Source: an optimization exercise on an open RTL-to-GDS flow (aim: small area and a short achievable clock period). Production flows keep margins and buffers that such runs may drop. The RTL was checked by simulation tests, not by an equivalence proof against the original design. Power and IR drop assume default switching activity.

===== design/flow/design.v =====
module ip_stride #(parameter IP_TRACKER_COUNT = 8)
(
	input   logic 			clk,
	input   logic 			rst,
	input   logic   [63:0]  addr_i,
	input 	logic 	[63:0]	ip_i,
	output 	logic 	[63:0]	pref_addr1_o,
	output 	logic 	        pref_valid1_o,
	output 	logic 	[63:0]	pref_addr2_o,
	output 	logic 	        pref_valid2_o,
	output 	logic 	[63:0]	pref_addr3_o,
	output 	logic 	        pref_valid3_o
);
localparam N = IP_TRACKER_COUNT;
localparam CW = 58;
logic [63:0]   ip       [N];
logic [CW-1:0] last_cla [N];
logic [CW-1:0] pred     [N];
logic [N-1:0]  vld;
logic [N-1:0]  lru;
logic          pref_valid1, pref_valid2, pref_valid3;
logic [CW-1:0] cla;
assign cla = addr_i[63:6];
logic          ip_zero;
logic [N-1:0]  ne, vmatch, match, sel, victim, wsel;
logic          hit;
logic ip_nz;
ips_nz64 u_zero (.a(ip_i), .nz(ip_nz));
assign ip_zero = ~ip_nz;
genvar gi;
generate
	for (gi = 0; gi < N; gi++) begin : g_cmp
		ips_ne64 u_ne (.a(ip[gi]), .b(ip_i), .ne(ne[gi]));
	end
endgenerate
logic nohit;
ips_match #(.N(N)) u_match (.ne(ne), .nvld(~vld), .ipz(ip_zero), .vmatch(vmatch), .match(match), .nohit(nohit));
assign hit = ~nohit;
always_comb begin
	sel = '0;
	for (int i = 0; i < N; i++) begin
		sel[i] = match[i];
		for (int j = i + 1; j < N; j++)
			if (match[j]) sel[i] = 1'b0;
	end
end
always_comb begin
	victim = '0;
	for (int i = 0; i < N; i++) begin
		victim[i] = ~lru[i];
		for (int j = 0; j < i; j++)
			if (~lru[j]) victim[i] = 1'b0;
	end
end
logic [N*CW-1:0] lc_flat, pr_flat;
always_comb begin
	for (int i = 0; i < N; i++) begin
		lc_flat[i*CW +: CW] = last_cla[i];
		pr_flat[i*CW +: CW] = pred[i];
	end
end
logic [CW-1:0] lsel, nlsel, rd_pred;
logic [CW-1:0] rd_cla;
ips_sel8 #(.W(CW)) u_lsel (.sel(vmatch), .d(lc_flat), .q(rd_cla));
generate
	for (gi = 0; gi < CW; gi++) begin : g_nl
		ips_aoi21 u (.a1(nohit), .a2(cla[gi]), .b1(rd_cla[gi]), .y(nlsel[gi]));
	end
endgenerate
assign lsel = ~nlsel;
ips_sel8 #(.W(CW)) u_psel (.sel(vmatch), .d(pr_flat), .q(rd_pred));
logic [CW-1:0] p1, p2, p3;
ips_pref #(.W(CW)) u_pref (.c(cla), .nl(nlsel), .p1(p1), .p2(p2), .p3(p3));
assign pref_addr1_o = {p1, 6'b000000};
assign pref_addr2_o = {p2, 6'b000000};
assign pref_addr3_o = {p3, 6'b000000};
assign pref_valid1_o = pref_valid1;
assign pref_valid2_o = pref_valid2;
assign pref_valid3_o = pref_valid3;
logic stride_nz, we, stride_match;
assign stride_nz    = (cla != lsel);
assign we           = ~hit | stride_nz;
assign wsel         = hit ? sel : victim;
assign stride_match = (cla == rd_pred);
logic [N-1:0] lru_set, lru_nxt;
assign lru_set = lru | wsel;
assign lru_nxt = (&lru_set) ? wsel : lru_set;
localparam TW = 64 + 2*CW;
logic [N-1:0] wen, nwen;
logic [TW-1:0] tr_q [N];
logic [TW-1:0] tr_d [N];
assign wen  = {N{we}} & wsel;
assign nwen = ~wen;
generate
	for (gi = 0; gi < N; gi++) begin : g_hold
		assign tr_q[gi] = {ip[gi], last_cla[gi], pred[gi]};
		ips_hold #(.W(TW)) u_hold (.en(wen[gi]), .nen(nwen[gi]), .d({ip_i, cla, p1}), .q(tr_q[gi]), .y(tr_d[gi]));
	end
endgenerate
always_ff @(posedge clk) begin
	for (int i = 0; i < N; i++)
		{ip[i], last_cla[i], pred[i]} <= tr_d[i];
end
always_ff @(posedge clk) begin
	if (rst) begin
		vld         <= '0;
		lru         <= '0;
		pref_valid1 <= 1'b0;
		pref_valid2 <= 1'b0;
		pref_valid3 <= 1'b0;
	end else if (we) begin
		vld <= vld | wsel;
		lru <= lru_nxt;
		if (hit) begin
			pref_valid1 <= stride_match & (p1[CW-1:6] == cla[CW-1:6]);
			pref_valid2 <= stride_match & (p2[CW-1:6] == cla[CW-1:6]);
			pref_valid3 <= stride_match & (p3[CW-1:6] == cla[CW-1:6]);
		end
	end
end
endmodule  
module ips_aoi21 (input logic a1, input logic a2, input logic b1, output logic y);
assign y = ~((a1 & a2) | b1);
endmodule
module ips_sel8 #(parameter W = 58)
(
	input  logic [7:0]     sel,
	input  logic [8*W-1:0] d,
	output logic [W-1:0]   q
);
always_comb begin
	q = '0;
	for (int i = 0; i < 8; i++)
		q = q | ({W{sel[i]}} & d[i*W +: W]);
end
endmodule
module ips_hold #(parameter W = 180)
(
	input  logic         en,
	input  logic         nen,
	input  logic [W-1:0] d,
	input  logic [W-1:0] q,
	output logic [W-1:0] y
);
assign y = ({W{en}} & d) | ({W{nen}} & q);
endmodule
module ips_match #(parameter N = 8)
(
	input  logic [N-1:0] ne,
	input  logic [N-1:0] nvld,
	input  logic         ipz,
	output logic [N-1:0] vmatch,
	output logic [N-1:0] match,
	output logic         nohit
);
assign vmatch = ~(ne | nvld);
assign match  = vmatch | (nvld & {N{ipz}});
assign nohit  = ~(|vmatch) & ~(ipz & (|nvld));
endmodule
module ips_xor2 (input logic a, input logic b, output logic y);
assign y = a ^ b;
endmodule
module ips_xnor2 (input logic a, input logic b, output logic y);
assign y = ~(a ^ b);
endmodule
module ips_and2 (input logic a, input logic b, output logic y);
assign y = a & b;
endmodule
module ips_nor2 (input logic a, input logic b, output logic y);
assign y = ~(a | b);
endmodule
module ips_nand2 (input logic a, input logic b, output logic y);
assign y = ~(a & b);
endmodule
module ips_ao21 (input logic g, input logic p, input logic x, output logic y);
assign y = g | (p & x);
endmodule
module ips_gp (input logic gh, input logic ph, input logic gl, input logic pl,
               output logic g, output logic p);
assign g = gh | (ph & gl);
assign p = ph & pl;
endmodule
module ips_pg (input logic a, input logic b, output logic p, output logic g);
assign p = a ^ b;
assign g = a & b;
endmodule
module ips_ne64
(
	input  logic [63:0] a,
	input  logic [63:0] b,
	output logic        ne
);
logic [63:0] d;
logic [31:0] e1;
logic [15:0] n2;
logic [7:0]  e3;
logic [3:0]  n4;
logic [1:0]  e5;
genvar i;
generate
	for (i = 0; i < 64; i++) begin : g_d
		ips_xor2 u (.a(a[i]), .b(b[i]), .y(d[i]));
	end
	for (i = 0; i < 32; i++) begin : g_e1
		ips_nor2 u (.a(d[2*i]), .b(d[2*i+1]), .y(e1[i]));
	end
	for (i = 0; i < 16; i++) begin : g_n2
		ips_nand2 u (.a(e1[2*i]), .b(e1[2*i+1]), .y(n2[i]));
	end
	for (i = 0; i < 8; i++) begin : g_e3
		ips_nor2 u (.a(n2[2*i]), .b(n2[2*i+1]), .y(e3[i]));
	end
	for (i = 0; i < 4; i++) begin : g_n4
		ips_nand2 u (.a(e3[2*i]), .b(e3[2*i+1]), .y(n4[i]));
	end
	for (i = 0; i < 2; i++) begin : g_e5
		ips_nor2 u (.a(n4[2*i]), .b(n4[2*i+1]), .y(e5[i]));
	end
endgenerate
ips_nand2 u_top (.a(e5[0]), .b(e5[1]), .y(ne));
endmodule
module ips_nz64
(
	input  logic [63:0] a,
	output logic        nz
);
logic [31:0] e1;
logic [15:0] n2;
logic [7:0]  e3;
logic [3:0]  n4;
logic [1:0]  e5;
genvar i;
generate
	for (i = 0; i < 32; i++) begin : g_e1
		ips_nor2 u (.a(a[2*i]), .b(a[2*i+1]), .y(e1[i]));
	end
	for (i = 0; i < 16; i++) begin : g_n2
		ips_nand2 u (.a(e1[2*i]), .b(e1[2*i+1]), .y(n2[i]));
	end
	for (i = 0; i < 8; i++) begin : g_e3
		ips_nor2 u (.a(n2[2*i]), .b(n2[2*i+1]), .y(e3[i]));
	end
	for (i = 0; i < 4; i++) begin : g_n4
		ips_nand2 u (.a(e3[2*i]), .b(e3[2*i+1]), .y(n4[i]));
	end
	for (i = 0; i < 2; i++) begin : g_e5
		ips_nor2 u (.a(n4[2*i]), .b(n4[2*i+1]), .y(e5[i]));
	end
endgenerate
ips_nand2 u_top (.a(e5[0]), .b(e5[1]), .y(nz));
endmodule
module ips_pref #(parameter W = 58)
(
	input  logic [W-1:0] c,
	input  logic [W-1:0] nl,
	output logic [W-1:0] p1,
	output logic [W-1:0] p2,
	output logic [W-1:0] p3
);
logic [W-1:0] nl2, c2, c4;
assign nl2 = {nl[W-2:0], 1'b1};
assign c2  = {c[W-2:0], 1'b0};
assign c4  = {c[W-3:0], 2'b00};
logic [W-1:0] t2, g2, s2, k2v;
logic [W-1:0] u3, h3, s3, k3v;
genvar i;
generate
	for (i = 0; i < W; i++) begin : g_csa
		ips_pg   u_t2 (.a(c[i]), .b(c2[i]), .p(t2[i]), .g(g2[i]));
		ips_xor2 u_s2 (.a(t2[i]), .b(nl2[i]), .y(s2[i]));
		ips_ao21 u_k2 (.g(g2[i]), .p(t2[i]), .x(nl2[i]), .y(k2v[i]));
		ips_pg   u_u3 (.a(nl[i]), .b(nl2[i]), .p(u3[i]), .g(h3[i]));
		ips_xor2 u_s3 (.a(u3[i]), .b(c4[i]), .y(s3[i]));
		ips_ao21 u_k3 (.g(h3[i]), .p(u3[i]), .x(c4[i]), .y(k3v[i]));
	end
endgenerate
logic [W-1:0] k2, k3;
assign k2 = {k2v[W-2:0], 1'b0};
assign k3 = {k3v[W-2:0], 1'b1};
ips_add u_add1 (.a(c2), .b(nl), .cin(1'b1), .s(p1));
ips_add u_add2 (.a(s2), .b(k2), .cin(1'b1), .s(p2));
ips_add u_add3 (.a(s3), .b(k3), .cin(1'b1), .s(p3));
endmodule
module ips_add
(
	input  logic [57:0] a,
	input  logic [57:0] b,
	input  logic        cin,
	output logic [57:0] s
);
logic [57:0] hp, hg;
genvar i;
generate
	for (i = 0; i < 58; i++) begin : g_pg
		ips_pg u (.a(a[i]), .b(b[i]), .p(hp[i]), .g(hg[i]));
	end
endgenerate
logic g0;
ips_ao21 u_g0 (.g(hg[0]), .p(hp[0]), .x(cin), .y(g0));
logic g1_1, g1_3, p1_3, g1_5, p1_5, g1_7, p1_7, g1_9, p1_9, g1_11, p1_11, g1_13, p1_13, g1_15, p1_15, g1_17, p1_17, g1_19, p1_19, g1_21, p1_21, g1_23, p1_23, g1_25, p1_25, g1_27, p1_27, g1_29, p1_29, g1_31, p1_31, g1_33, p1_33, g1_35, p1_35, g1_37, p1_37, g1_39, p1_39, g1_41, p1_41, g1_43, p1_43, g1_45, p1_45, g1_47, p1_47, g1_49, p1_49, g1_51, p1_51, g1_53, p1_53, g1_55, p1_55, g1_57, p1_57, g2_2, g2_3, g2_6, p2_6, g2_7, p2_7, g2_10, p2_10, g2_11, p2_11, g2_14, p2_14, g2_15, p2_15, g2_18, p2_18, g2_19, p2_19, g2_22, p2_22, g2_23, p2_23, g2_26, p2_26, g2_27, p2_27, g2_30, p2_30, g2_31, p2_31, g2_34, p2_34, g2_35, p2_35, g2_38, p2_38, g2_39, p2_39, g2_42, p2_42, g2_43, p2_43, g2_46, p2_46, g2_47, p2_47, g2_50, p2_50, g2_51, p2_51, g2_54, p2_54, g2_55, p2_55, g3_4, g3_5, g3_6, g3_7, g3_12, p3_12, g3_13, p3_13, g3_14, p3_14, g3_15, p3_15, g3_20, p3_20, g3_21, p3_21, g3_22, p3_22, g3_23, p3_23, g3_28, p3_28, g3_29, p3_29, g3_30, p3_30, g3_31, p3_31, g3_36, p3_36, g3_37, p3_37, g3_38, p3_38, g3_39, p3_39, g3_44, p3_44, g3_45, p3_45, g3_46, p3_46, g3_47, p3_47, g3_52, p3_52, g3_53, p3_53, g3_54, p3_54, g3_55, p3_55, g4_8, g4_9, g4_10, g4_11, g4_12, g4_13, g4_14, g4_15, g4_24, p4_24, g4_25, p4_25, g4_26, p4_26, g4_27, p4_27, g4_28, p4_28, g4_29, p4_29, g4_30, p4_30, g4_31, p4_31, g4_40, p4_40, g4_41, p4_41, g4_42, p4_42, g4_43, p4_43, g4_44, p4_44, g4_45, p4_45, g4_46, p4_46, g4_47, p4_47, g4_56, p4_56, g4_57, p4_57, g5_16, g5_17, g5_18, g5_19, g5_20, g5_21, g5_22, g5_23, g5_24, g5_25, g5_26, g5_27, g5_28, g5_29, g5_30, g5_31, g5_48, p5_48, g5_49, p5_49, g5_50, p5_50, g5_51, p5_51, g5_52, p5_52, g5_53, p5_53, g5_54, p5_54, g5_55, p5_55, g5_56, p5_56, g5_57, p5_57, g6_32, g6_33, g6_34, g6_35, g6_36, g6_37, g6_38, g6_39, g6_40, g6_41, g6_42, g6_43, g6_44, g6_45, g6_46, g6_47, g6_48, g6_49, g6_50, g6_51, g6_52, g6_53, g6_54, g6_55, g6_56, g6_57;
ips_nd00g u_n1_1 (.gh(hg[1]), .ph(hp[1]), .gl(g0), .y(g1_1));
ips_nd00f u_n1_3 (.gh(hg[3]), .ph(hp[3]), .gl(hg[2]), .pl(hp[2]), .yg(g1_3), .yp(p1_3));
ips_nd00f u_n1_5 (.gh(hg[5]), .ph(hp[5]), .gl(hg[4]), .pl(hp[4]), .yg(g1_5), .yp(p1_5));
ips_nd00f u_n1_7 (.gh(hg[7]), .ph(hp[7]), .gl(hg[6]), .pl(hp[6]), .yg(g1_7), .yp(p1_7));
ips_nd00f u_n1_9 (.gh(hg[9]), .ph(hp[9]), .gl(hg[8]), .pl(hp[8]), .yg(g1_9), .yp(p1_9));
ips_nd00f u_n1_11 (.gh(hg[11]), .ph(hp[11]), .gl(hg[10]), .pl(hp[10]), .yg(g1_11), .yp(p1_11));
ips_nd00f u_n1_13 (.gh(hg[13]), .ph(hp[13]), .gl(hg[12]), .pl(hp[12]), .yg(g1_13), .yp(p1_13));
ips_nd00f u_n1_15 (.gh(hg[15]), .ph(hp[15]), .gl(hg[14]), .pl(hp[14]), .yg(g1_15), .yp(p1_15));
ips_nd00f u_n1_17 (.gh(hg[17]), .ph(hp[17]), .gl(hg[16]), .pl(hp[16]), .yg(g1_17), .yp(p1_17));
ips_nd00f u_n1_19 (.gh(hg[19]), .ph(hp[19]), .gl(hg[18]), .pl(hp[18]), .yg(g1_19), .yp(p1_19));
ips_nd00f u_n1_21 (.gh(hg[21]), .ph(hp[21]), .gl(hg[20]), .pl(hp[20]), .yg(g1_21), .yp(p1_21));
ips_nd00f u_n1_23 (.gh(hg[23]), .ph(hp[23]), .gl(hg[22]), .pl(hp[22]), .yg(g1_23), .yp(p1_23));
ips_nd00f u_n1_25 (.gh(hg[25]), .ph(hp[25]), .gl(hg[24]), .pl(hp[24]), .yg(g1_25), .yp(p1_25));
ips_nd00f u_n1_27 (.gh(hg[27]), .ph(hp[27]), .gl(hg[26]), .pl(hp[26]), .yg(g1_27), .yp(p1_27));
ips_nd00f u_n1_29 (.gh(hg[29]), .ph(hp[29]), .gl(hg[28]), .pl(hp[28]), .yg(g1_29), .yp(p1_29));
ips_nd00f u_n1_31 (.gh(hg[31]), .ph(hp[31]), .gl(hg[30]), .pl(hp[30]), .yg(g1_31), .yp(p1_31));
ips_nd00f u_n1_33 (.gh(hg[33]), .ph(hp[33]), .gl(hg[32]), .pl(hp[32]), .yg(g1_33), .yp(p1_33));
ips_nd00f u_n1_35 (.gh(hg[35]), .ph(hp[35]), .gl(hg[34]), .pl(hp[34]), .yg(g1_35), .yp(p1_35));
ips_nd00f u_n1_37 (.gh(hg[37]), .ph(hp[37]), .gl(hg[36]), .pl(hp[36]), .yg(g1_37), .yp(p1_37));
ips_nd00f u_n1_39 (.gh(hg[39]), .ph(hp[39]), .gl(hg[38]), .pl(hp[38]), .yg(g1_39), .yp(p1_39));
ips_nd00f u_n1_41 (.gh(hg[41]), .ph(hp[41]), .gl(hg[40]), .pl(hp[40]), .yg(g1_41), .yp(p1_41));
ips_nd00f u_n1_43 (.gh(hg[43]), .ph(hp[43]), .gl(hg[42]), .pl(hp[42]), .yg(g1_43), .yp(p1_43));
ips_nd00f u_n1_45 (.gh(hg[45]), .ph(hp[45]), .gl(hg[44]), .pl(hp[44]), .yg(g1_45), .yp(p1_45));
ips_nd00f u_n1_47 (.gh(hg[47]), .ph(hp[47]), .gl(hg[46]), .pl(hp[46]), .yg(g1_47), .yp(p1_47));
ips_nd00f u_n1_49 (.gh(hg[49]), .ph(hp[49]), .gl(hg[48]), .pl(hp[48]), .yg(g1_49), .yp(p1_49));
ips_nd00f u_n1_51 (.gh(hg[51]), .ph(hp[51]), .gl(hg[50]), .pl(hp[50]), .yg(g1_51), .yp(p1_51));
ips_nd00f u_n1_53 (.gh(hg[53]), .ph(hp[53]), .gl(hg[52]), .pl(hp[52]), .yg(g1_53), .yp(p1_53));
ips_nd00f u_n1_55 (.gh(hg[55]), .ph(hp[55]), .gl(hg[54]), .pl(hp[54]), .yg(g1_55), .yp(p1_55));
ips_nd00f u_n1_57 (.gh(hg[57]), .ph(hp[57]), .gl(hg[56]), .pl(hp[56]), .yg(g1_57), .yp(p1_57));
ips_nd01g u_n2_2 (.gh(hg[2]), .ph(hp[2]), .gl(g1_1), .y(g2_2));
ips_nd11g u_n2_3 (.gh(g1_3), .ph(p1_3), .gl(g1_1), .y(g2_3));
ips_nd01f u_n2_6 (.gh(hg[6]), .ph(hp[6]), .gl(g1_5), .pl(p1_5), .yg(g2_6), .yp(p2_6));
ips_nd11f u_n2_7 (.gh(g1_7), .ph(p1_7), .gl(g1_5), .pl(p1_5), .yg(g2_7), .yp(p2_7));
ips_nd01f u_n2_10 (.gh(hg[10]), .ph(hp[10]), .gl(g1_9), .pl(p1_9), .yg(g2_10), .yp(p2_10));
ips_nd11f u_n2_11 (.gh(g1_11), .ph(p1_11), .gl(g1_9), .pl(p1_9), .yg(g2_11), .yp(p2_11));
ips_nd01f u_n2_14 (.gh(hg[14]), .ph(hp[14]), .gl(g1_13), .pl(p1_13), .yg(g2_14), .yp(p2_14));
ips_nd11f u_n2_15 (.gh(g1_15), .ph(p1_15), .gl(g1_13), .pl(p1_13), .yg(g2_15), .yp(p2_15));
ips_nd01f u_n2_18 (.gh(hg[18]), .ph(hp[18]), .gl(g1_17), .pl(p1_17), .yg(g2_18), .yp(p2_18));
ips_nd11f u_n2_19 (.gh(g1_19), .ph(p1_19), .gl(g1_17), .pl(p1_17), .yg(g2_19), .yp(p2_19));
ips_nd01f u_n2_22 (.gh(hg[22]), .ph(hp[22]), .gl(g1_21), .pl(p1_21), .yg(g2_22), .yp(p2_22));
ips_nd11f u_n2_23 (.gh(g1_23), .ph(p1_23), .gl(g1_21), .pl(p1_21), .yg(g2_23), .yp(p2_23));
ips_nd01f u_n2_26 (.gh(hg[26]), .ph(hp[26]), .gl(g1_25), .pl(p1_25), .yg(g2_26), .yp(p2_26));
ips_nd11f u_n2_27 (.gh(g1_27), .ph(p1_27), .gl(g1_25), .pl(p1_25), .yg(g2_27), .yp(p2_27));
ips_nd01f u_n2_30 (.gh(hg[30]), .ph(hp[30]), .gl(g1_29), .pl(p1_29), .yg(g2_30), .yp(p2_30));
ips_nd11f u_n2_31 (.gh(g1_31), .ph(p1_31), .gl(g1_29), .pl(p1_29), .yg(g2_31), .yp(p2_31));
ips_nd01f u_n2_34 (.gh(hg[34]), .ph(hp[34]), .gl(g1_33), .pl(p1_33), .yg(g2_34), .yp(p2_34));
ips_nd11f u_n2_35 (.gh(g1_35), .ph(p1_35), .gl(g1_33), .pl(p1_33), .yg(g2_35), .yp(p2_35));
ips_nd01f u_n2_38 (.gh(hg[38]), .ph(hp[38]), .gl(g1_37), .pl(p1_37), .yg(g2_38), .yp(p2_38));
ips_nd11f u_n2_39 (.gh(g1_39), .ph(p1_39), .gl(g1_37), .pl(p1_37), .yg(g2_39), .yp(p2_39));
ips_nd01f u_n2_42 (.gh(hg[42]), .ph(hp[42]), .gl(g1_41), .pl(p1_41), .yg(g2_42), .yp(p2_42));
ips_nd11f u_n2_43 (.gh(g1_43), .ph(p1_43), .gl(g1_41), .pl(p1_41), .yg(g2_43), .yp(p2_43));
ips_nd01f u_n2_46 (.gh(hg[46]), .ph(hp[46]), .gl(g1_45), .pl(p1_45), .yg(g2_46), .yp(p2_46));
ips_nd11f u_n2_47 (.gh(g1_47), .ph(p1_47), .gl(g1_45), .pl(p1_45), .yg(g2_47), .yp(p2_47));
ips_nd01f u_n2_50 (.gh(hg[50]), .ph(hp[50]), .gl(g1_49), .pl(p1_49), .yg(g2_50), .yp(p2_50));
ips_nd11f u_n2_51 (.gh(g1_51), .ph(p1_51), .gl(g1_49), .pl(p1_49), .yg(g2_51), .yp(p2_51));
ips_nd01f u_n2_54 (.gh(hg[54]), .ph(hp[54]), .gl(g1_53), .pl(p1_53), .yg(g2_54), .yp(p2_54));
ips_nd11f u_n2_55 (.gh(g1_55), .ph(p1_55), .gl(g1_53), .pl(p1_53), .yg(g2_55), .yp(p2_55));
ips_nd00g u_n3_4 (.gh(hg[4]), .ph(hp[4]), .gl(g2_3), .y(g3_4));
ips_nd10g u_n3_5 (.gh(g1_5), .ph(p1_5), .gl(g2_3), .y(g3_5));
ips_nd10g u_n3_6 (.gh(g2_6), .ph(p2_6), .gl(g2_3), .y(g3_6));
ips_nd00g u_n3_7 (.gh(g2_7), .ph(p2_7), .gl(g2_3), .y(g3_7));
ips_nd00f u_n3_12 (.gh(hg[12]), .ph(hp[12]), .gl(g2_11), .pl(p2_11), .yg(g3_12), .yp(p3_12));
ips_nd10f u_n3_13 (.gh(g1_13), .ph(p1_13), .gl(g2_11), .pl(p2_11), .yg(g3_13), .yp(p3_13));
ips_nd10f u_n3_14 (.gh(g2_14), .ph(p2_14), .gl(g2_11), .pl(p2_11), .yg(g3_14), .yp(p3_14));
ips_nd00f u_n3_15 (.gh(g2_15), .ph(p2_15), .gl(g2_11), .pl(p2_11), .yg(g3_15), .yp(p3_15));
ips_nd00f u_n3_20 (.gh(hg[20]), .ph(hp[20]), .gl(g2_19), .pl(p2_19), .yg(g3_20), .yp(p3_20));
ips_nd10f u_n3_21 (.gh(g1_21), .ph(p1_21), .gl(g2_19), .pl(p2_19), .yg(g3_21), .yp(p3_21));
ips_nd10f u_n3_22 (.gh(g2_22), .ph(p2_22), .gl(g2_19), .pl(p2_19), .yg(g3_22), .yp(p3_22));
ips_nd00f u_n3_23 (.gh(g2_23), .ph(p2_23), .gl(g2_19), .pl(p2_19), .yg(g3_23), .yp(p3_23));
ips_nd00f u_n3_28 (.gh(hg[28]), .ph(hp[28]), .gl(g2_27), .pl(p2_27), .yg(g3_28), .yp(p3_28));
ips_nd10f u_n3_29 (.gh(g1_29), .ph(p1_29), .gl(g2_27), .pl(p2_27), .yg(g3_29), .yp(p3_29));
ips_nd10f u_n3_30 (.gh(g2_30), .ph(p2_30), .gl(g2_27), .pl(p2_27), .yg(g3_30), .yp(p3_30));
ips_nd00f u_n3_31 (.gh(g2_31), .ph(p2_31), .gl(g2_27), .pl(p2_27), .yg(g3_31), .yp(p3_31));
ips_nd00f u_n3_36 (.gh(hg[36]), .ph(hp[36]), .gl(g2_35), .pl(p2_35), .yg(g3_36), .yp(p3_36));
ips_nd10f u_n3_37 (.gh(g1_37), .ph(p1_37), .gl(g2_35), .pl(p2_35), .yg(g3_37), .yp(p3_37));
ips_nd10f u_n3_38 (.gh(g2_38), .ph(p2_38), .gl(g2_35), .pl(p2_35), .yg(g3_38), .yp(p3_38));
ips_nd00f u_n3_39 (.gh(g2_39), .ph(p2_39), .gl(g2_35), .pl(p2_35), .yg(g3_39), .yp(p3_39));
ips_nd00f u_n3_44 (.gh(hg[44]), .ph(hp[44]), .gl(g2_43), .pl(p2_43), .yg(g3_44), .yp(p3_44));
ips_nd10f u_n3_45 (.gh(g1_45), .ph(p1_45), .gl(g2_43), .pl(p2_43), .yg(g3_45), .yp(p3_45));
ips_nd10f u_n3_46 (.gh(g2_46), .ph(p2_46), .gl(g2_43), .pl(p2_43), .yg(g3_46), .yp(p3_46));
ips_nd00f u_n3_47 (.gh(g2_47), .ph(p2_47), .gl(g2_43), .pl(p2_43), .yg(g3_47), .yp(p3_47));
ips_nd00f u_n3_52 (.gh(hg[52]), .ph(hp[52]), .gl(g2_51), .pl(p2_51), .yg(g3_52), .yp(p3_52));
ips_nd10f u_n3_53 (.gh(g1_53), .ph(p1_53), .gl(g2_51), .pl(p2_51), .yg(g3_53), .yp(p3_53));
ips_nd10f u_n3_54 (.gh(g2_54), .ph(p2_54), .gl(g2_51), .pl(p2_51), .yg(g3_54), .yp(p3_54));
ips_nd00f u_n3_55 (.gh(g2_55), .ph(p2_55), .gl(g2_51), .pl(p2_51), .yg(g3_55), .yp(p3_55));
ips_nd01g u_n4_8 (.gh(hg[8]), .ph(hp[8]), .gl(g3_7), .y(g4_8));
ips_nd11g u_n4_9 (.gh(g1_9), .ph(p1_9), .gl(g3_7), .y(g4_9));
ips_nd11g u_n4_10 (.gh(g2_10), .ph(p2_10), .gl(g3_7), .y(g4_10));
ips_nd01g u_n4_11 (.gh(g2_11), .ph(p2_11), .gl(g3_7), .y(g4_11));
ips_nd11g u_n4_12 (.gh(g3_12), .ph(p3_12), .gl(g3_7), .y(g4_12));
ips_nd01g u_n4_13 (.gh(g3_13), .ph(p3_13), .gl(g3_7), .y(g4_13));
ips_nd01g u_n4_14 (.gh(g3_14), .ph(p3_14), .gl(g3_7), .y(g4_14));
ips_nd11g u_n4_15 (.gh(g3_15), .ph(p3_15), .gl(g3_7), .y(g4_15));
ips_nd01f u_n4_24 (.gh(hg[24]), .ph(hp[24]), .gl(g3_23), .pl(p3_23), .yg(g4_24), .yp(p4_24));
ips_nd11f u_n4_25 (.gh(g1_25), .ph(p1_25), .gl(g3_23), .pl(p3_23), .yg(g4_25), .yp(p4_25));
ips_nd11f u_n4_26 (.gh(g2_26), .ph(p2_26), .gl(g3_23), .pl(p3_23), .yg(g4_26), .yp(p4_26));
ips_nd01f u_n4_27 (.gh(g2_27), .ph(p2_27), .gl(g3_23), .pl(p3_23), .yg(g4_27), .yp(p4_27));
ips_nd11f u_n4_28 (.gh(g3_28), .ph(p3_28), .gl(g3_23), .pl(p3_23), .yg(g4_28), .yp(p4_28));
ips_nd01f u_n4_29 (.gh(g3_29), .ph(p3_29), .gl(g3_23), .pl(p3_23), .yg(g4_29), .yp(p4_29));
ips_nd01f u_n4_30 (.gh(g3_30), .ph(p3_30), .gl(g3_23), .pl(p3_23), .yg(g4_30), .yp(p4_30));
ips_nd11f u_n4_31 (.gh(g3_31), .ph(p3_31), .gl(g3_23), .pl(p3_23), .yg(g4_31), .yp(p4_31));
ips_nd01f u_n4_40 (.gh(hg[40]), .ph(hp[40]), .gl(g3_39), .pl(p3_39), .yg(g4_40), .yp(p4_40));
ips_nd11f u_n4_41 (.gh(g1_41), .ph(p1_41), .gl(g3_39), .pl(p3_39), .yg(g4_41), .yp(p4_41));
ips_nd11f u_n4_42 (.gh(g2_42), .ph(p2_42), .gl(g3_39), .pl(p3_39), .yg(g4_42), .yp(p4_42));
ips_nd01f u_n4_43 (.gh(g2_43), .ph(p2_43), .gl(g3_39), .pl(p3_39), .yg(g4_43), .yp(p4_43));
ips_nd11f u_n4_44 (.gh(g3_44), .ph(p3_44), .gl(g3_39), .pl(p3_39), .yg(g4_44), .yp(p4_44));
ips_nd01f u_n4_45 (.gh(g3_45), .ph(p3_45), .gl(g3_39), .pl(p3_39), .yg(g4_45), .yp(p4_45));
ips_nd01f u_n4_46 (.gh(g3_46), .ph(p3_46), .gl(g3_39), .pl(p3_39), .yg(g4_46), .yp(p4_46));
ips_nd11f u_n4_47 (.gh(g3_47), .ph(p3_47), .gl(g3_39), .pl(p3_39), .yg(g4_47), .yp(p4_47));
ips_nd01f u_n4_56 (.gh(hg[56]), .ph(hp[56]), .gl(g3_55), .pl(p3_55), .yg(g4_56), .yp(p4_56));
ips_nd11f u_n4_57 (.gh(g1_57), .ph(p1_57), .gl(g3_55), .pl(p3_55), .yg(g4_57), .yp(p4_57));
ips_nd00g u_n5_16 (.gh(hg[16]), .ph(hp[16]), .gl(g4_15), .y(g5_16));
ips_nd10g u_n5_17 (.gh(g1_17), .ph(p1_17), .gl(g4_15), .y(g5_17));
ips_nd10g u_n5_18 (.gh(g2_18), .ph(p2_18), .gl(g4_15), .y(g5_18));
ips_nd00g u_n5_19 (.gh(g2_19), .ph(p2_19), .gl(g4_15), .y(g5_19));
ips_nd10g u_n5_20 (.gh(g3_20), .ph(p3_20), .gl(g4_15), .y(g5_20));
ips_nd00g u_n5_21 (.gh(g3_21), .ph(p3_21), .gl(g4_15), .y(g5_21));
ips_nd00g u_n5_22 (.gh(g3_22), .ph(p3_22), .gl(g4_15), .y(g5_22));
ips_nd10g u_n5_23 (.gh(g3_23), .ph(p3_23), .gl(g4_15), .y(g5_23));
ips_nd10g u_n5_24 (.gh(g4_24), .ph(p4_24), .gl(g4_15), .y(g5_24));
ips_nd00g u_n5_25 (.gh(g4_25), .ph(p4_25), .gl(g4_15), .y(g5_25));
ips_nd00g u_n5_26 (.gh(g4_26), .ph(p4_26), .gl(g4_15), .y(g5_26));
ips_nd10g u_n5_27 (.gh(g4_27), .ph(p4_27), .gl(g4_15), .y(g5_27));
ips_nd00g u_n5_28 (.gh(g4_28), .ph(p4_28), .gl(g4_15), .y(g5_28));
ips_nd10g u_n5_29 (.gh(g4_29), .ph(p4_29), .gl(g4_15), .y(g5_29));
ips_nd10g u_n5_30 (.gh(g4_30), .ph(p4_30), .gl(g4_15), .y(g5_30));
ips_nd00g u_n5_31 (.gh(g4_31), .ph(p4_31), .gl(g4_15), .y(g5_31));
ips_nd00f u_n5_48 (.gh(hg[48]), .ph(hp[48]), .gl(g4_47), .pl(p4_47), .yg(g5_48), .yp(p5_48));
ips_nd10f u_n5_49 (.gh(g1_49), .ph(p1_49), .gl(g4_47), .pl(p4_47), .yg(g5_49), .yp(p5_49));
ips_nd10f u_n5_50 (.gh(g2_50), .ph(p2_50), .gl(g4_47), .pl(p4_47), .yg(g5_50), .yp(p5_50));
ips_nd00f u_n5_51 (.gh(g2_51), .ph(p2_51), .gl(g4_47), .pl(p4_47), .yg(g5_51), .yp(p5_51));
ips_nd10f u_n5_52 (.gh(g3_52), .ph(p3_52), .gl(g4_47), .pl(p4_47), .yg(g5_52), .yp(p5_52));
ips_nd00f u_n5_53 (.gh(g3_53), .ph(p3_53), .gl(g4_47), .pl(p4_47), .yg(g5_53), .yp(p5_53));
ips_nd00f u_n5_54 (.gh(g3_54), .ph(p3_54), .gl(g4_47), .pl(p4_47), .yg(g5_54), .yp(p5_54));
ips_nd10f u_n5_55 (.gh(g3_55), .ph(p3_55), .gl(g4_47), .pl(p4_47), .yg(g5_55), .yp(p5_55));
ips_nd10f u_n5_56 (.gh(g4_56), .ph(p4_56), .gl(g4_47), .pl(p4_47), .yg(g5_56), .yp(p5_56));
ips_nd00f u_n5_57 (.gh(g4_57), .ph(p4_57), .gl(g4_47), .pl(p4_47), .yg(g5_57), .yp(p5_57));
ips_nd01g u_n6_32 (.gh(hg[32]), .ph(hp[32]), .gl(g5_31), .y(g6_32));
ips_nd11g u_n6_33 (.gh(g1_33), .ph(p1_33), .gl(g5_31), .y(g6_33));
ips_nd11g u_n6_34 (.gh(g2_34), .ph(p2_34), .gl(g5_31), .y(g6_34));
ips_nd01g u_n6_35 (.gh(g2_35), .ph(p2_35), .gl(g5_31), .y(g6_35));
ips_nd11g u_n6_36 (.gh(g3_36), .ph(p3_36), .gl(g5_31), .y(g6_36));
ips_nd01g u_n6_37 (.gh(g3_37), .ph(p3_37), .gl(g5_31), .y(g6_37));
ips_nd01g u_n6_38 (.gh(g3_38), .ph(p3_38), .gl(g5_31), .y(g6_38));
ips_nd11g u_n6_39 (.gh(g3_39), .ph(p3_39), .gl(g5_31), .y(g6_39));
ips_nd11g u_n6_40 (.gh(g4_40), .ph(p4_40), .gl(g5_31), .y(g6_40));
ips_nd01g u_n6_41 (.gh(g4_41), .ph(p4_41), .gl(g5_31), .y(g6_41));
ips_nd01g u_n6_42 (.gh(g4_42), .ph(p4_42), .gl(g5_31), .y(g6_42));
ips_nd11g u_n6_43 (.gh(g4_43), .ph(p4_43), .gl(g5_31), .y(g6_43));
ips_nd01g u_n6_44 (.gh(g4_44), .ph(p4_44), .gl(g5_31), .y(g6_44));
ips_nd11g u_n6_45 (.gh(g4_45), .ph(p4_45), .gl(g5_31), .y(g6_45));
ips_nd11g u_n6_46 (.gh(g4_46), .ph(p4_46), .gl(g5_31), .y(g6_46));
ips_nd01g u_n6_47 (.gh(g4_47), .ph(p4_47), .gl(g5_31), .y(g6_47));
ips_nd11g u_n6_48 (.gh(g5_48), .ph(p5_48), .gl(g5_31), .y(g6_48));
ips_nd01g u_n6_49 (.gh(g5_49), .ph(p5_49), .gl(g5_31), .y(g6_49));
ips_nd01g u_n6_50 (.gh(g5_50), .ph(p5_50), .gl(g5_31), .y(g6_50));
ips_nd11g u_n6_51 (.gh(g5_51), .ph(p5_51), .gl(g5_31), .y(g6_51));
ips_nd01g u_n6_52 (.gh(g5_52), .ph(p5_52), .gl(g5_31), .y(g6_52));
ips_nd11g u_n6_53 (.gh(g5_53), .ph(p5_53), .gl(g5_31), .y(g6_53));
ips_nd11g u_n6_54 (.gh(g5_54), .ph(p5_54), .gl(g5_31), .y(g6_54));
ips_nd01g u_n6_55 (.gh(g5_55), .ph(p5_55), .gl(g5_31), .y(g6_55));
ips_nd01g u_n6_56 (.gh(g5_56), .ph(p5_56), .gl(g5_31), .y(g6_56));
ips_nd11g u_n6_57 (.gh(g5_57), .ph(p5_57), .gl(g5_31), .y(g6_57));
ips_xor2 u_s0 (.a(hp[0]), .b(cin), .y(s[0]));
ips_xor2 u_s1 (.a(hp[1]), .b(g0), .y(s[1]));
ips_xnor2 u_s2 (.a(hp[2]), .b(g1_1), .y(s[2]));
ips_xnor2 u_s3 (.a(hp[3]), .b(g2_2), .y(s[3]));
ips_xor2 u_s4 (.a(hp[4]), .b(g2_3), .y(s[4]));
ips_xnor2 u_s5 (.a(hp[5]), .b(g3_4), .y(s[5]));
ips_xor2 u_s6 (.a(hp[6]), .b(g3_5), .y(s[6]));
ips_xor2 u_s7 (.a(hp[7]), .b(g3_6), .y(s[7]));
ips_xnor2 u_s8 (.a(hp[8]), .b(g3_7), .y(s[8]));
ips_xnor2 u_s9 (.a(hp[9]), .b(g4_8), .y(s[9]));
ips_xor2 u_s10 (.a(hp[10]), .b(g4_9), .y(s[10]));
ips_xor2 u_s11 (.a(hp[11]), .b(g4_10), .y(s[11]));
ips_xnor2 u_s12 (.a(hp[12]), .b(g4_11), .y(s[12]));
ips_xor2 u_s13 (.a(hp[13]), .b(g4_12), .y(s[13]));
ips_xnor2 u_s14 (.a(hp[14]), .b(g4_13), .y(s[14]));
ips_xnor2 u_s15 (.a(hp[15]), .b(g4_14), .y(s[15]));
ips_xor2 u_s16 (.a(hp[16]), .b(g4_15), .y(s[16]));
ips_xnor2 u_s17 (.a(hp[17]), .b(g5_16), .y(s[17]));
ips_xor2 u_s18 (.a(hp[18]), .b(g5_17), .y(s[18]));
ips_xor2 u_s19 (.a(hp[19]), .b(g5_18), .y(s[19]));
ips_xnor2 u_s20 (.a(hp[20]), .b(g5_19), .y(s[20]));
ips_xor2 u_s21 (.a(hp[21]), .b(g5_20), .y(s[21]));
ips_xnor2 u_s22 (.a(hp[22]), .b(g5_21), .y(s[22]));
ips_xnor2 u_s23 (.a(hp[23]), .b(g5_22), .y(s[23]));
ips_xor2 u_s24 (.a(hp[24]), .b(g5_23), .y(s[24]));
ips_xor2 u_s25 (.a(hp[25]), .b(g5_24), .y(s[25]));
ips_xnor2 u_s26 (.a(hp[26]), .b(g5_25), .y(s[26]));
ips_xnor2 u_s27 (.a(hp[27]), .b(g5_26), .y(s[27]));
ips_xor2 u_s28 (.a(hp[28]), .b(g5_27), .y(s[28]));
ips_xnor2 u_s29 (.a(hp[29]), .b(g5_28), .y(s[29]));
ips_xor2 u_s30 (.a(hp[30]), .b(g5_29), .y(s[30]));
ips_xor2 u_s31 (.a(hp[31]), .b(g5_30), .y(s[31]));
ips_xnor2 u_s32 (.a(hp[32]), .b(g5_31), .y(s[32]));
ips_xnor2 u_s33 (.a(hp[33]), .b(g6_32), .y(s[33]));
ips_xor2 u_s34 (.a(hp[34]), .b(g6_33), .y(s[34]));
ips_xor2 u_s35 (.a(hp[35]), .b(g6_34), .y(s[35]));
ips_xnor2 u_s36 (.a(hp[36]), .b(g6_35), .y(s[36]));
ips_xor2 u_s37 (.a(hp[37]), .b(g6_36), .y(s[37]));
ips_xnor2 u_s38 (.a(hp[38]), .b(g6_37), .y(s[38]));
ips_xnor2 u_s39 (.a(hp[39]), .b(g6_38), .y(s[39]));
ips_xor2 u_s40 (.a(hp[40]), .b(g6_39), .y(s[40]));
ips_xor2 u_s41 (.a(hp[41]), .b(g6_40), .y(s[41]));
ips_xnor2 u_s42 (.a(hp[42]), .b(g6_41), .y(s[42]));
ips_xnor2 u_s43 (.a(hp[43]), .b(g6_42), .y(s[43]));
ips_xor2 u_s44 (.a(hp[44]), .b(g6_43), .y(s[44]));
ips_xnor2 u_s45 (.a(hp[45]), .b(g6_44), .y(s[45]));
ips_xor2 u_s46 (.a(hp[46]), .b(g6_45), .y(s[46]));
ips_xor2 u_s47 (.a(hp[47]), .b(g6_46), .y(s[47]));
ips_xnor2 u_s48 (.a(hp[48]), .b(g6_47), .y(s[48]));
ips_xor2 u_s49 (.a(hp[49]), .b(g6_48), .y(s[49]));
ips_xnor2 u_s50 (.a(hp[50]), .b(g6_49), .y(s[50]));
ips_xnor2 u_s51 (.a(hp[51]), .b(g6_50), .y(s[51]));
ips_xor2 u_s52 (.a(hp[52]), .b(g6_51), .y(s[52]));
ips_xnor2 u_s53 (.a(hp[53]), .b(g6_52), .y(s[53]));
ips_xor2 u_s54 (.a(hp[54]), .b(g6_53), .y(s[54]));
ips_xor2 u_s55 (.a(hp[55]), .b(g6_54), .y(s[55]));
ips_xnor2 u_s56 (.a(hp[56]), .b(g6_55), .y(s[56]));
ips_xnor2 u_s57 (.a(hp[57]), .b(g6_56), .y(s[57]));
endmodule
module ips_nd00f (input logic gh, input logic ph, input logic gl, input logic pl,
                  output logic yg, output logic yp);
assign yg = ~(gh | (ph & gl));
assign yp = ~(ph & pl);
endmodule
module ips_nd00g (input logic gh, input logic ph, input logic gl, output logic y);
assign y = ~(gh | (ph & gl));
endmodule
module ips_nd01f (input logic gh, input logic ph, input logic gl, input logic pl,
                  output logic yg, output logic yp);
assign yg = ~(gh | (ph & ~gl));
assign yp = ~(ph & ~pl);
endmodule
module ips_nd01g (input logic gh, input logic ph, input logic gl, output logic y);
assign y = ~(gh | (ph & ~gl));
endmodule
module ips_nd10f (input logic gh, input logic ph, input logic gl, input logic pl,
                  output logic yg, output logic yp);
assign yg = (~gh | (~ph & gl));
assign yp = (~ph & pl);
endmodule
module ips_nd10g (input logic gh, input logic ph, input logic gl, output logic y);
assign y = (~gh | (~ph & gl));
endmodule
module ips_nd11f (input logic gh, input logic ph, input logic gl, input logic pl,
                  output logic yg, output logic yp);
assign yg = (~gh | (~ph & ~gl));
assign yp = (~ph & ~pl);
endmodule
module ips_nd11g (input logic gh, input logic ph, input logic gl, output logic y);
assign y = (~gh | (~ph & ~gl));
endmodule

===== design/flow/flow/run.sh =====
#!/bin/bash
# Layout flow: the standard flow (standard synthesis unchanged), with
#  - a setup margin for the resizer's timing repair,
#  - plain buffers (instead of the default delay-cell buffers) on the ports,
#  - a clock tree of mid-size clock buffers over larger sink clusters,
#    without dummy loads.
# Each tool's full output goes to the ORFS logs under orfs/logs; make's own
# output goes to standard.log.
set -euo pipefail
MARGIN=${MARGIN:-7}
bash standard.sh \
  SETUP_SLACK_MARGIN=$MARGIN \
  "BUFFER_PORTS_ARGS=-buffer_cell sky130_fd_sc_hd__buf_2" \
  "CTS_ARGS=-sink_clustering_enable -repair_clock_nets -dont_use_dummy_load -buf_list sky130_fd_sc_hd__clkbuf_4 -sink_clustering_size 10 -sink_clustering_max_diameter 40" \
  finish > standard.log 2>&1

===== design/flow/standard.sh =====
#!/bin/bash
# synth_recipe.tcl (not shown) runs the flow's synth.tcl, then flattens the netlist and writes it again
# the make line also repeats each setting of config.mk as NAME=value (left out here)
make -C /OpenROAD-flow-scripts/flow DESIGN_CONFIG=/design/flow/config.mk WORK_HOME=/design/flow/orfs CLKGATE_MAP_FILE= SYNTH_SCRIPT=/design/flow/synth_recipe.tcl "${@:-finish}"

===== design/flow/config.mk =====
export PLATFORM = sky130hd
export DESIGN_NAME = ip_stride
export DESIGN_NICKNAME = ip_stride
export VERILOG_FILES = /design/flow/design.v
export SDC_FILE = /design/flow/constraint.sdc
export NUM_CORES = 4
export LEC_CHECK = 0
export CAP_MARGIN = 20
export CORE_MARGIN = 2
export CORE_UTILIZATION = 40
export SETUP_SLACK_MARGIN = 5
export SLEW_MARGIN = 20
export SYNTH_HIERARCHICAL = 1
export TNS_END_PERCENT = 5

===== design/flow/constraint.sdc =====
create_clock -name core_clock -period 20.0 [get_ports {clk}]
set_input_delay 4.0000 -clock core_clock [delete_from_list [all_inputs] [get_ports {clk}]]
set_output_delay 4.0000 -clock core_clock [all_outputs]
set_load 0.01 [all_outputs]

==> summary.json, run 1 <==
{
  "worst_setup_path": {
    "slowest_stage": "sky130_fd_sc_hd__or4_4",
    "setup.worst_path.end_class": "primary output",
    "startpoint_type": "primary input",
    "critical_path_arrival_ns": 9.14,
    "timing.critical_path.required_ns": 16.00,
    "setup.worst_path.class": "in -> out",
    "timing.critical_path.from": "ip_i[2]",
    "crit_fanout": 17,
    "timing.rr.start": "ip[1][2]",
    "slowest_delay_ns": 0.50
  },
  "yosys": {
    "synth_enable_flop_cells": 0,
    "netlist_area_um2": 73000,
    "synth.area.mux_share_pct": 0.0137,
    "synth_fa_ha_area_share_pct": 4.97,
    "syn-instance-count": 7283,
    "yosys_warnings": 17,
    "synth_top_family_by_area": "compound AO/OA/AOI/OAI gates",
    "yosysTopAreaCellShare_pct": 40.0,
    "yosys.area.top_type": "sky130_fd_sc_hd__dfxtp_1",
    "netlist_top_cells_area": "sky130_fd_sc_hd__dfxtp_1 (40%), sky130_fd_sc_hd__a22o_1 (17%), sky130_fd_sc_hd__xor2_1 (11%)",
    "synth_compound_area_share_pct": 29.3,
    "post_synth_simple_gate_area_pct": 7.06,
    "ffs_w_async_s_r_synth_pct": 0,
    "synth.avg_cell_area_um2": 10.0,
    "synth.distinct_cells": 50,
    "synth-xor-area-share_pct": 12.9,
    "yosysSeqAreaShare_pct": 40.0,
    "flops_latches_synth": 1459,
    "yosys_most_used_dff": "sky130_fd_sc_hd__dfxtp_1"
  },
  "route": {
    "ant_nets": 0,
    "post-route-drc-count": 0,
    "first_iteration_detailed_routing_drc_count": 6010,
    "detail_route.vias_per_cell": 6.11,
    "firstDrtPassIters": 6,
    "drt_wl_total_mm": 280,
    "route.detailed.wl_per_inst_um": 27.9,
    "num_vias": 61291
  },
  "grt": {
    "grt_remaining_overflow": 0,
    "grt_usage_pct": 28.4,
    "grt_pass1_vias": 58870,
    "grt_max_degree": 132,
    "grt_pass1_wl_mm": 398,
    "initial_antenna_violation_count": 32
  },
  "floorplan": {
    "design.die.area_um2": 186000,
    "chipHeight_um": 431,
    "io-pin-count": 325,
    "fp-row-count": 156,
    "die_width_um": 431,
    "floorplan.initialDensity_pct": 40.3,
    "core_footprint_um2": 181000
  },
  "clock_network": {
    "clk_path_buf_depth": 3,
    "clock_insertion_delay_worst_skew_ns": 1.34,
    "htreeDepth": 4,
    "tritoncts_clock_tree": "done",
    "cts_inserted_buffers": 203,
    "cts.clk_slew.worst_paths_ns": 0.06,
    "clockRootBuffer": "sky130_fd_sc_hd__clkbuf_4",
    "cts.hold.buffers_added": 0,
    "clkSinkCount": 1459
  },
  "place": {
    "post_dp_hpwl_mm": 162,
    "post-place-ws_ns": 4.39,
    "place.port_buffers": 300,
    "routabilityCongestion": 1.02,
    "dpl-instance-area_um2": 75800
  },
  "min_path": {
    "worst_hold_path_type": "reg -> reg",
    "holdCritStartpoint": "pred[1][48]"
  },
  "cells_and_area": {
    "finish.net_count": 8058,
    "layout-area-overhead-vs-synth_pct": 13.6,
    "leading_cell_type_in_the_layout_fill_and_taps_excluded": "sky130_fd_sc_hd__dfxtp_1",
    "final_design_area_no_fill_um2": 83000,
    "share_of_layout_cells_above_drive_strength_1_pct": 19.4,
    "layout.core_utilization_pct": 45.8,
    "layout_common_cells": "sky130_fd_sc_hd__dfxtp_1 (1459), sky130_fd_sc_hd__a22o_1 (1440), sky130_fd_sc_hd__xor2_1 (829)"
  },
  "status": {
    "run_status": "no timing/DRC/antenna violations"
  },
  "power": {
    "power_per_cell_area_nw_per_um2": 101,
    "power.leakage_uw": 0.0348,
    "net-switching-power_uw": 3150,
    "comb_power_share_pct": 36.5,
    "cellInternalPower_uw": 5200,
    "sequentialPowerShare_pct": 45.9,
    "p_clk_share_pct": 17.6,
    "max-vdd-ir-drop_v": 0.0000558,
    "switching_share_pct": 37.7
  },
  "sta": {
    "hold_viol": 0,
    "finalSetupViolCount": 0,
    "max_clock_freq_mhz": 76.1,
    "setup_slack_ns": 6.86,
    "period_share_pct": 65.7,
    "slew_viol_final": 0,
    "final_period_minus_worst_setup_slack_ns": 13.14,
    "unrepaired_setup_endpoints_after_global_routing": "true",
    "slew_headroom_pct": 12.0,
    "tns_ns": 0,
    "final_setup_skew_ns": 0.157,
    "fin_worst_hold_slack_ns": 0.470,
    "worst_slew_pin_slew_ns": 1.32
  },
  "run": {
    "drv.max_cap_violation_count": 0
  }
}
## Yosys cell counts (all sizes together), types with 51 or more instances
| cell type | n |
|---|---|
| a21o | 126 |
| a21oi | 352 |
| a22o | 1440 |
| a22oi | 465 |
| buf | 481 |
| dfxtp | 1459 |
| ha | 290 |
| inv | 227 |
| nand2 | 331 |
| nand2b | 66 |
| nand4 | 166 |
| nor2 | 452 |
| nor2b | 51 |
| o21ai | 201 |
| xnor2 | 182 |
| xor2 | 892 |
## registers in the layout, summed over array words and instances (netlist names)
| register | flops |
|---|---|
| pred | 464 |
| lru | 8 |
| pref_valid1 | 1 |
| pref_valid2 | 1 |
| ip | 512 |
| vld | 8 |
| last_cla | 464 |
| pref_valid3 | 1 |
## final timing paths
path | to | slack [ns] | cells after the start
max | pref_addr3_o[44] | 6.86 | 30
min | pred[1][48] | 0.47 | 1
max reg2reg | pred[1][18] | 11.57 | 25
min reg2reg | pred[1][48] | 0.47 | 1
## per-stage QoR
| step | std cells | total power, µW |
|---|---|---|
| global placement | 9593 | 6450 |
| detailed placement | 9593 | 6510 |
| CTS | 9894 | 8190 |
| finish | 10024 | 8350 |
| floorplan | 7315 | 5550 |
| global route | 10017 | 8710 |
## power by group through the flow
stage	clock network, µW	logic, µW	registers, µW
6_report	1470	3050	3830
2_1_floorplan	0	1740	3800
3_5_place_dp	0	2640	3880
4_1_cts	1500	2870	3820
3_3_place_gp	0	2590	3860
5_1_grt	1620	3190	3890
## kinds of logic (layout without fill, tap and decap cells)
| logic type | after synthesis | count (layout) |
|---|---|---|
| xor gates and xnor gates | 1074 | 1074 |
| muxes | 1 | 1 |
| buffers and inverters | 719 | 1034 |
| and+or+nand+nor | 1131 | 1132 |
| DFF | 1459 | 1459 |
| adders and majority gates | 290 | 290 |
| other | 3 | 53 |
| AOI/OAI and AO/OA | 2606 | 2611 |
## final cells by class
| cell class | instances | area, µm² |
|---|---|---|
| diodes | 18 | 45.0 |
| clock buffers | 203 | 1520 |
| fillers | 16962 | 98200 |
| inverters | 227 | 912 |
| multi-input cells | 5143 | 42700 |
| flip-flops and latches | 1459 | 29200 |
| well taps | 2370 | 2970 |
| repair buffers | 604 | 5570 |
## per-module statistics from Yosys (local to each module, per instance), excerpt
module | copies in the design | flip-flops and latches | cell area (µm²) | cells inside
ips_nd00g | 33 | 0 | 8.76 | 1
ips_ao21 | 117 | 0 | 7.51 | 1
ips_nd00f | 129 | 0 | 12.5 | 2
ips_nd11f | 63 | 0 | 8.76 | 2
ips_nor2 | 378 | 0 | 3.75 | 1
ips_xor2 | 715 | 0 | 8.76 | 1
ips_nd10f | 51 | 0 | 15.0 | 3
ips_xnor2 | 87 | 0 | 8.76 | 1
ip_stride | 1 | 1459 | 33200 | 1999
ips_nd11g | 51 | 0 | 5.00 | 1
ips_nd01g | 54 | 0 | 12.5 | 2
ips_aoi21 | 58 | 0 | 8.76 | 1
ips_nd01f | 66 | 0 | 18.8 | 3
ips_nd10g | 30 | 0 | 12.5 | 2
ips_pg | 290 | 0 | 12.5 | 1
## worst max-delay path: cells and delay by family
kind	cells	cell delay [ns]
fa+ha+maj	2	0.74
xor+xnor	3	0.66
compound gates	6	0.76
simple gates	10	1.35
buf+inv	9	1.52
## routing by layer
metal,up-vias,share of wire [%],track usage (%)
li1,27339,-,-
met3,749,8.4,6.09
met2,2995,43,42.6
met5,-,0.040,0
met4,16,8.1,21.3
met1,30192,41,35.7
## repair_timing
item	4_1_cts	5_1_grt
gates cloned	15	12
buffers inserted	83	98
resized for setup	387	244
pin swaps	66	65
endpoints found under the setup margin	170	138
==> run 2, diff against run 1 <==
--- a/design/flow/flow/run.sh
+++ b/design/flow/flow/run.sh
@@ -4,3 +4,3 @@
 #  - plain buffers (instead of the default delay-cell buffers) on the ports,
-#  - a clock tree of mid-size clock buffers over larger sink clusters,
+#  - a clock tree of small clock buffers over small sink clusters,
 #    without dummy loads.
==> run 2 against run 1 <==
Wire length unchanged. Register-to-register slack about the same. Sequential share of layout area unchanged. Flip-flop and latch count unchanged. Combinational power about the same. Worst setup slack unchanged. Synthesized cell count unchanged. Worst hold slack unchanged. Die area unchanged. First-iteration DRC count unchanged. Final area unchanged. Total power unchanged. Critical path type unchanged. Critical endpoint unchanged.
==> summary.json, run 2 <==
{
  "status": {
    "run_status": "no timing/DRC/antenna violations"
  },
  "yosys": {
    "flops_latches_synth": 1459,
    "synth.avg_cell_area_um2": 10.0,
    "synth_enable_flop_cells": 0,
    "yosys.area.top_type": "sky130_fd_sc_hd__dfxtp_1",
    "yosys-top-cells-count": "sky130_fd_sc_hd__dfxtp_1 (1459), sky130_fd_sc_hd__a22o_1 (1440), sky130_fd_sc_hd__xor2_1 (892)",
    "yosys_most_used_dff": "sky130_fd_sc_hd__dfxtp_1",
    "ffs_w_async_s_r_synth_pct": 0,
    "netlist_top_cells_area": "sky130_fd_sc_hd__dfxtp_1 (40%), sky130_fd_sc_hd__a22o_1 (17%), sky130_fd_sc_hd__xor2_1 (11%)",
    "netlist_area_um2": 73000,
    "yosysTopAreaCellShare_pct": 40.0,
    "yosysSeqAreaShare_pct": 40.0,
    "syn-instance-count": 7283,
    "synth.distinct_cells": 50,
    "yosys_warnings": 17,
    "synth_most_common_cell": "sky130_fd_sc_hd__dfxtp_1"
  },
  "run": {
    "drv.max_cap_violation_count": 0
  },
  "cells_and_area": {
    "layout-area-overhead-vs-synth_pct": 13.6,
    "final_design_area_no_fill_um2": 83000,
    "share_of_layout_cells_above_drive_strength_1_pct": 19.4,
    "finish.net_count": 8058,
    "layout_common_cells": "sky130_fd_sc_hd__dfxtp_1 (1459), sky130_fd_sc_hd__a22o_1 (1440), sky130_fd_sc_hd__xor2_1 (829)",
    "leading_cell_type_in_the_layout_fill_and_taps_excluded": "sky130_fd_sc_hd__dfxtp_1",
    "number_of_flip_flops_under_the_largest_register_name": 512
  },
  "clock_network": {
    "clk_path_buf_depth": 3,
    "cts_inserted_buffers": 203,
    "clkSinkCount": 1459,
    "htreeDepth": 4,
    "clockRootBuffer": "sky130_fd_sc_hd__clkbuf_4",
    "clock_insertion_delay_worst_skew_ns": 1.34,
    "cts.clk_slew.worst_paths_ns": 0.06,
    "tritoncts_clock_tree": "done"
  },
  "sta": {
    "period_share_pct": 65.7,
    "finalSetupViolCount": 0,
    "worst_slew_pin_slew_ns": 1.32,
    "final_period_minus_worst_setup_slack_ns": 13.14,
    "hold_viol": 0,
    "final_setup_skew_ns": 0.157,
    "slew_headroom_pct": 12.0,
    "max_clock_freq_mhz": 76.1,
    "unrepaired_setup_endpoints_after_global_routing": "true",
    "tns_ns": 0,
    "slew_viol_final": 0
  },
  "route": {
    "detail_route.vias_per_cell": 6.11,
    "first_iteration_detailed_routing_drc_count": 6010,
    "route.detailed.wl_per_inst_um": 27.9,
    "firstDrtPassIters": 6,
    "post-route-drc-count": 0,
    "ant_nets": 0,
    "drt_wl_total_mm": 280,
    "num_vias": 61291
  },
  "grt": {
    "grt_pass1_vias": 58870,
    "initial_antenna_violation_count": 32,
    "grt_pass1_wl_mm": 398,
    "grt_max_degree": 132,
    "grt_remaining_overflow": 0,
    "grt_usage_pct": 28.4
  },
  "worst_setup_path": {
    "timing.critical_path.buf_inv": 9,
    "slowest_stage": "sky130_fd_sc_hd__or4_4",
    "setup.worst_path.end_class": "primary output",
    "r2r-end": "pred[1][18]",
    "timing.rr.start": "ip[1][2]",
    "critical_path_arrival_ns": 9.14,
    "reg2reg_depth": 25,
    "setup.worst_path.class": "in -> out",
    "crit_fanout": 17,
    "slowest_delay_ns": 0.50,
    "timing.critical_path.required_ns": 16.00,
    "worst-r2r-setup-slack_ns": 11.57,
    "startpoint_type": "primary input",
    "cpLargestDelayFamily": "buffers and inverters"
  },
  "floorplan": {
    "core_footprint_um2": 181000,
    "floorplan.initialDensity_pct": 40.3,
    "fp-row-count": 156,
    "design.die.area_um2": 186000,
    "chipHeight_um": 431,
    "io-pin-count": 325,
    "die_width_um": 431
  },
  "min_path": {
    "holdCritStartpoint": "pred[1][48]",
    "worstHoldPathCells": 1,
    "worst_hold_path_type": "reg -> reg",
    "worstHoldEndpoint": "pred[1][48]"
  },
  "power": {
    "max-vdd-ir-drop_v": 0.0000558,
    "power.leakage_uw": 0.0348,
    "power_per_cell_area_nw_per_um2": 101
  },
  "place": {
    "place.port_buffers": 300,
    "dpl-instance-area_um2": 75800,
    "routabilityCongestion": 1.02,
    "post_dp_hpwl_mm": 162
  }
}
==> run 2: repair_timing <==
item	4_1_cts	5_1_grt
resized for setup	387	244
buffers inserted	83	98
hold buffers	0	0
pin swaps	66	65
setup endpoints to repair	170	138
cloned	15	12
==> run 2: cell type report <==
type	count	area (µm²)
fillers	16962	98200
multi-input cells	5143	42700
flip-flops and latches	1459	29200
repair buffers	604	5570
well taps	2370	2970
clock buffers	203	1520
inverters	227	912
diodes	18	45.0
==> run 2: cell families after synthesis <==
kind of cell / count (synthesis) / share of synthesized area (%)
AOI/OAI and AO/OA: 2606 / 29.3
xor gates and xnor gates: 1074 / 12.9
adders and majority gates: 290 / 4.97
buffers and inverters: 719 / 5.72
DFF: 1459 / 40.0
muxes: 1 / 0.0137
other: 3 / 0.0154
and+or+nand+nor: 1131 / 7.06
==> run 2: worst max path at each step <==
| stage | to | cells after the start | startpoint |
|---|---|---|---|
| 5_1_grt | pref_addr2_o[54] | 26 | ip_i[5] |
| 3_3_place_gp | pref_addr2_o[41] | 25 | ip_i[1] |
| 4_1_cts | pref_addr1_o[41] | 25 | ip_i[63] |
| 2_1_floorplan | pref_addr3_o[39] | 22 | ip_i[52] |
| 6_report | pref_addr3_o[44] | 30 | ip_i[2] |
| 3_5_place_dp | pref_addr2_o[41] | 25 | ip_i[3] |
==> run 2: metrics by stage <==
step / cells / utilization [%] / hold WS [ns] / total power, µW / setup WS (ns)
3_5_place_dp: 9593 / 41.8 / 0.453 / 6510 / 4.39
3_3_place_gp: 9593 / 41.8 / 0.452 / 6450 / 4.43
5_1_grt: 10017 / 45.8 / 0.483 / 8710 / 6.72
2_1_floorplan: 7315 / - / 0.440 / 5550 / 5.32
6_report: 10024 / 45.8 / 0.470 / 8350 / 6.86
4_1_cts: 9894 / 44.4 / 0.472 / 8190 / 6.69
==> run 2: per-layer routing <==
layer	part of all wire [%]	vias to the layer above	wire length, µm	global-route usage, %
met5	0.040	-	111	0
met3	8.4	749	23400	6.09
met1	41	30192	113000	35.7
met2	43	2995	120000	42.6
li1	-	27339	-	-
met4	8.1	16	22700	21.3
==> run 2: report_power, final <==
group / switching, µW / internal (µW)
combinational: 1800 / 1250
sequential: 342 / 3490
clock: 1010 / 461
==> run 2: modules after synthesis, one instance, submodules excluded, a selection <==
| module | cell area (µm²) | flip-flops and latches |
|---|---|---|
| ips_nor2 | 3.75 | 0 |
| ip_stride | 33200 | 1459 |
| ips_nd01f | 18.8 | 0 |
| ips_xnor2 | 8.76 | 0 |
| ips_nd10f | 15.0 | 0 |
| ips_xor2 | 8.76 | 0 |
| ips_ao21 | 7.51 | 0 |
| ips_nd11g | 5.00 | 0 |
| ips_nd10g | 12.5 | 0 |
==> run 2: worst reg2reg max path, delay by kind of cell (launching register included) <==
kind                   cells  cell delay (ns)
XOR/XNOR                   2             0.91
AND/OR/NAND/NOR           13             3.07
AO/OA/AOI/OAI              2             0.60
flip-flops                 1             0.36
buffers and inverters      8             3.26
==> run 3, diff against run 2 <==
--- a/design/flow/flow/run.sh
+++ b/design/flow/flow/run.sh
@@ -9,3 +9,3 @@
 set -euo pipefail
-MARGIN=${MARGIN:-7}
+MARGIN=${MARGIN:-6.5}
 bash standard.sh \
==> run 3 against run 2 <==
Synthesized cell count unchanged. Still clean on timing, DRC and antenna. Largest power group unchanged. Sequential share of layout area up 0.95 points. Global-route usage down 0.29 points. Critical path type unchanged.
==> summary.json, run 3 <==
{
  "clock_network": {
    "clock_insertion_delay_worst_skew_ns": 1.36,
    "clk_path_buf_depth": 3,
    "clockRootBuffer": "sky130_fd_sc_hd__clkbuf_4",
    "clkSinkCount": 1459,
    "cts_inserted_buffers": 203
  },
  "yosys": {
    "yosys-top-cells-count": "sky130_fd_sc_hd__dfxtp_1 (1459), sky130_fd_sc_hd__a22o_1 (1440), sky130_fd_sc_hd__xor2_1 (892)",
    "syn-instance-count": 7283,
    "flops_latches_synth": 1459,
    "synth_most_common_cell": "sky130_fd_sc_hd__dfxtp_1",
    "yosys.area.top_type": "sky130_fd_sc_hd__dfxtp_1",
    "netlist_area_um2": 73000,
    "synth.distinct_cells": 50,
    "ffs_w_async_s_r_synth_pct": 0,
    "synth.avg_cell_area_um2": 10.0,
    "yosys_warnings": 17,
    "yosysSeqAreaShare_pct": 40.0,
    "yosys_most_used_dff": "sky130_fd_sc_hd__dfxtp_1"
  },
  "power": {
    "power_per_cell_area_nw_per_um2": 102,
    "fin_total_pwr_uw": 8250,
    "power.leakage_uw": 0.0339
  },
  "floorplan": {
    "design.die.area_um2": 186000,
    "core_footprint_um2": 181000,
    "die_width_um": 431
  },
  "grt": {
    "grt_remaining_overflow": 0,
    "grt_pass1_wl_mm": 394,
    "grt_max_degree": 132,
    "grt_usage_pct": 28.1
  },
  "sta": {
    "period_share_pct": 67.6,
    "slew_viol_final": 0,
    "unrepaired_setup_endpoints_after_global_routing": "true",
    "final_period_minus_worst_setup_slack_ns": 13.52,
    "slew_headroom_pct": 13.8
  },
  "route": {
    "num_vias": 60522,
    "ant_nets": 0,
    "firstDrtPassIters": 7,
    "route.detailed.wl_per_inst_um": 27.6
  },
  "cells_and_area": {
    "register_area_um2": 29200,
    "layout_common_cells": "sky130_fd_sc_hd__dfxtp_1 (1459), sky130_fd_sc_hd__a22o_1 (1440), sky130_fd_sc_hd__xor2_1 (846)",
    "num-fill-cells": 17187,
    "number_of_flip_flops_under_the_largest_register_name": 512,
    "instances_no_fill": 9931,
    "leading_cell_type_in_the_layout_fill_and_taps_excluded": "sky130_fd_sc_hd__dfxtp_1"
  },
  "worst_setup_path": {
    "setup.worst_path.end_class": "primary output",
    "startpoint_type": "primary input",
    "slowest_stage": "sky130_fd_sc_hd__ha_2"
  },
  "place": {
    "post_dp_hpwl_mm": 162,
    "routabilityCongestion": 1.02
  },
  "status": {
    "run_status": "no timing/DRC/antenna violations"
  },
  "min_path": {
    "worst_hold_path_type": "reg -> reg"
  }
}
run 3: cell counts after synthesis:
No cell type changed its count.
run 3: power by group:
group	total [µW]	switching [µW]	internal (µW)	leakage (µW)
Sequential	3830	340	3490	0.0120
Combinational	2940	1760	1180	0.0210
Clock	1470	1010	461	0.000934
run 3: worst paths after layout:
path	startpoint	endpoint	slack (ns)
setup / recovery	ip_i[5]	pref_addr3_o[38]	6.48
hold / removal	pred[1][48]	pred[1][48]	0.47
setup reg to reg	ip[1][1]	pred[1][18]	11.25
hold reg to reg	pred[1][48]	pred[1][48]	0.47
run 3: repair_timing:
action,4_1_cts,5_1_grt
resized for setup,286,145
gates cloned,10,7
pin swaps,27,39
hold buffers,0,0
setup endpoints to repair,161,116
buffers inserted,43,51
run 3: per-layer routing:
metal / vias to the layer above / track usage (%) / routed length (µm)
li1: 27155 / - / -
met1: 29791 / 35.4 / 112000
met2: 2870 / 42.7 / 119000
met3: 692 / 6.14 / 22600
met4: 14 / 19.8 / 21000
met5: - / 0 / 107
run 3: per-module statistics from Yosys (local to each module, per instance), a selection:
module     flops+latches  copies in the design  cell area (µm²)
ip_stride           1459                     1            33200
ips_nd01f              0                    66             18.8
ips_nd10f              0                    51             15.0
ips_nd00f              0                   129             12.5
ips_xnor2              0                    87             8.76
ips_nd00g              0                    33             8.76
ips_aoi21              0                    58             8.76
ips_nd11f              0                    63             8.76
ips_xor2               0                   715             8.76
ips_ao21               0                   117             7.51
ips_nd11g              0                    51             5.00
ips_nor2               0                   378             3.75
ips_nand2              0                   189             3.75
run 3: through the flow:
step	worst slack [ns]	cell area [µm²]
detailed placement	4.39	75800
global placement	4.43	75800
floorplan	5.32	73700
global route	6.38	80800
CTS	6.46	79500
finish	6.48	80800
run 3: area by class of cell:
type	count	area share (%)
Sequential cell	1459	36.2
Timing Repair Buffer	507	5.20
Antenna cell	22	0.0681
Clock buffer	203	1.89
Tap cell	2370	3.67
Inverter	227	1.13
Multi-Input combinational cell	5143	51.9
run 3: logic make-up after synthesis:
| group | count (synthesis) | share of synthesized area, % |
|---|---|---|
| flops | 1459 | 40.0 |
| other cells | 3 | 0.0154 |
| mux | 1 | 0.0137 |
| simple gates | 1131 | 7.06 |
| compound gates | 2606 | 29.3 |
| xor+xnor | 1074 | 12.9 |
| buf+inv | 719 | 5.72 |
| fa+ha+maj | 290 | 4.97 |
run 3: worst max-delay path: cells and delay by family:
kind                     cells  cell delay, ns
AND/OR/NAND/NOR             11            2.01
AO/OA/AOI/OAI                4            0.53
adder cells (fa/ha/maj)      2            0.79
XOR/XNOR                     3            0.64
buffers and inverters        7            1.42

## static timing again, ports no longer ideal
No port has a modelled driver above. Below, the same layouts with a new extraction and two added sets of constraints. Step 1 sets driving cells, clkbuf_16 on the clock port and buf_2 on the other inputs (assumed; they add their load-dependent delay and slew). Step 2, shift: input delay + t, output delay - t, t = (earliest + latest rising clock arrival at the registers) / 2. This alone moves slack from input paths to output paths. Three values: no drivers, after step 1, after step 2; two values: the first two.
run | t, ns | slack for setup (ns) | worst hold slack (ns) | cell pins on the clock port's net
run 1 | 1.341 | 6.861 / 6.778 / 6.778 | 0.470 / 0.470 / 0.470 | 1
run 2 | 1.341 | 6.861 / 6.778 / 6.778 | 0.470 / 0.470 / 0.470 | 1
run 3 | 1.372 | 6.482 / 6.409 / 6.409 | 0.469 / 0.469 / 0.469 | 1
After both steps setup and hold are still met in every run listed.
